Source: an optimization exercise on an open RTL-to-GDS flow (aim: small area, a short achievable clock period and few clock cycles). Production flows keep margins and buffers that such runs may drop.
In this exercise RTL edits were held to simulation tests only and were not proved equivalent to the original.
Power and IR drop assume default switching activity.

// dsa_top
module dsa_top (
    input         clk,
    input         rst,
    input         strobe_i,
    input  [31:0] dev_addr_i,
    input         rw_i,
    input  [3:0]  byte_enable_i,
    input  [31:0] data_i,
    output        data_ready_o,
    output [31:0] data_o
);
Size: about 540 flip-flops, ~0.043 mm^2 of cells after synthesis.
==> flow/config.mk <==
export PLATFORM = sky130hd
export DESIGN_NAME = dsa_top
export DESIGN_NICKNAME = dsa_top
export VERILOG_FILES = /design/flow/design.v
export SDC_FILE = /design/flow/constraint.sdc
export NUM_CORES = 4
export LEC_CHECK = 0
export ABC_AREA = 1
export CAP_MARGIN = 20
export CORE_MARGIN = 2
export CORE_UTILIZATION = 40
export SLEW_MARGIN = 20
==> flow/constraint.sdc <==
create_clock -name core_clock -period 12.5 [get_ports {clk}]
set_input_delay 2.5000 -clock core_clock [delete_from_list [all_inputs] [get_ports {clk}]]
set_output_delay 2.5000 -clock core_clock [all_outputs]
set_load 0.01 [all_outputs]
standard.sh (not shown) runs the stock make flow with config.mk's settings and CLKGATE_MAP_FILE= SYNTH_SCRIPT=/design/flow/synth_recipe.tcl, a recipe that flattens the netlist after the stock synthesis.
==> flow/flow/run.sh <==
#!/bin/bash
# Standard ORFS layout (the standard.sh) with two changes to how the
# layout is optimised; the SDC, clock period and all other settings are the standard flow's:
#  - timing repair aims at a slack margin, so that repair_timing also works
#    on paths that already meet the clock period;
#  - the port buffers that ORFS inserts on every input and output are buf_4
#    cells instead of the default delay buffer.
set -euo pipefail
export SETUP_SLACK_MARGIN=8.75
export BUFFER_PORTS_ARGS="-buffer_cell sky130_fd_sc_hd__buf_4"
bash standard.sh > standard.log 2>&1
Testbench counts at the start, summed over its fixed seeds: cycles 10,304.
Edit:
ABC_AREA = not set   (was 1)
CORE_UTILIZATION = 55   (was 40)
PLACE_DENSITY = 0.65   (was not set)
Result: Via count decreases by 3.8%; hold slack loses 0.021 ns; utilization increases by 17 points; combinational power fell by 44%; power is lower by 22%; design area stays flat.

---

Starting RTL as in the previous note.
clock: 12.5 ns
lec_check: 0
abc_area: 1
cap_margin: 20
core_margin: 2
core_utilization: 40
slew_margin: 20
==> flow/flow/run.sh <==
#!/bin/bash
# Standard ORFS layout (the standard.sh) with two changes to how the
# layout is optimised; the SDC, clock period and all other settings are the standard flow's:
#  - timing repair aims at a slack margin, so that repair_timing also works
#    on paths that already meet the clock period;
#  - the port buffers that ORFS inserts on every input and output are buf_4
#    cells instead of the default delay buffer.
set -euo pipefail
export SETUP_SLACK_MARGIN=8.85
export BUFFER_PORTS_ARGS="-buffer_cell sky130_fd_sc_hd__buf_4"
bash standard.sh > standard.log 2>&1
The first run completed without violations.
Testbench counts at the start, summed over its fixed seeds: cycles 10,304.
Edit:
--- a/flow/flow/run.sh
+++ b/flow/flow/run.sh
@@ -7,5 +7,5 @@
 #    cells instead of the default delay buffer.
 set -euo pipefail
-export SETUP_SLACK_MARGIN=8.85
+export SETUP_SLACK_MARGIN=8.6
 export BUFFER_PORTS_ARGS="-buffer_cell sky130_fd_sc_hd__buf_4"
 bash standard.sh > standard.log 2>&1
ABC_AREA = unset   (was 1)
- first-iteration DRC count falls by 1.0%
- setup slack got worse by 0.15 ns
- area after synthesis fell by 0.36%
- flip-flop and latch count stays the same
- wire length drops by about 7%
- final area went down by 2.6%
- register-to-register slack got worse by 0.15 ns
- core utilization drops by 1.1 points
- clock-buffer cell count drops by 12
Edit:
--- a/flow/flow/run.sh
+++ b/flow/flow/run.sh
@@ -7,5 +7,5 @@
 #    cells instead of the default delay buffer.
 set -euo pipefail
-export SETUP_SLACK_MARGIN=8.6
+export SETUP_SLACK_MARGIN=8.75
 export BUFFER_PORTS_ARGS="-buffer_cell sky130_fd_sc_hd__buf_4"
 bash standard.sh > standard.log 2>&1
Die area does not change.
Count of clock-buffer cells in the layout goes up by 5.
Design area increases by 2.4%.
Critical path depth is unchanged.
Total power climbs by about 1.5%.
Register-to-register slack gains 0.16 ns.
Via count rises by 1.5%.
Hold slack is about the same.
Sequential cell count stays the same.
Clock skew rose by 0.0030 ns.
Combinational power is about the same.

afterwards: timing with drivers on the ports:
No port has a modelled driver above. Below, the same layouts with a new extraction and two added sets of constraints.
Step 1 sets driving cells, clkbuf_16 on the clock port and buf_2 on the other inputs (assumed; they add their load-dependent delay and slew).
Step 2 moves the port delays by t, midway between the first and last clock arrival at a register: inputs arrive t later, outputs are due t later. That takes back most of the time a late clock gives input paths.
a / b / c = ideal ports / drivers / drivers and shift; a / b = the first two.
| run | t, ns | setup WS [ns] | worst setup path after step 2 | slew at the worst register clock pin (ns) |
|---|---|---|---|---|
| the first run of note 1 | 0.695 | 8.678 / 8.678 / 8.039 | input to register | 0.07 / 0.07 |
| the second run of note 1 | 0.714 | 8.774 / 8.774 / 8.228 | input to register | 0.07 / 0.07 |
| the first run of note 2 | 0.716 | 8.802 / 8.802 / 8.353 | input to register | 0.07 / 0.07 |
| the second run of note 2 | 0.730 | 8.648 / 8.648 / 8.074 | input to register | 0.08 / 0.08 |
| the third run of note 2 | 0.745 | 8.807 / 8.762 / 8.157 | input to register | 0.07 / 0.07 |
After both steps every run listed still meets setup and hold. The setup slack of the third run of note 2, which loses most, moves by -0.045 ns with the drivers and by -0.650 ns with both steps.
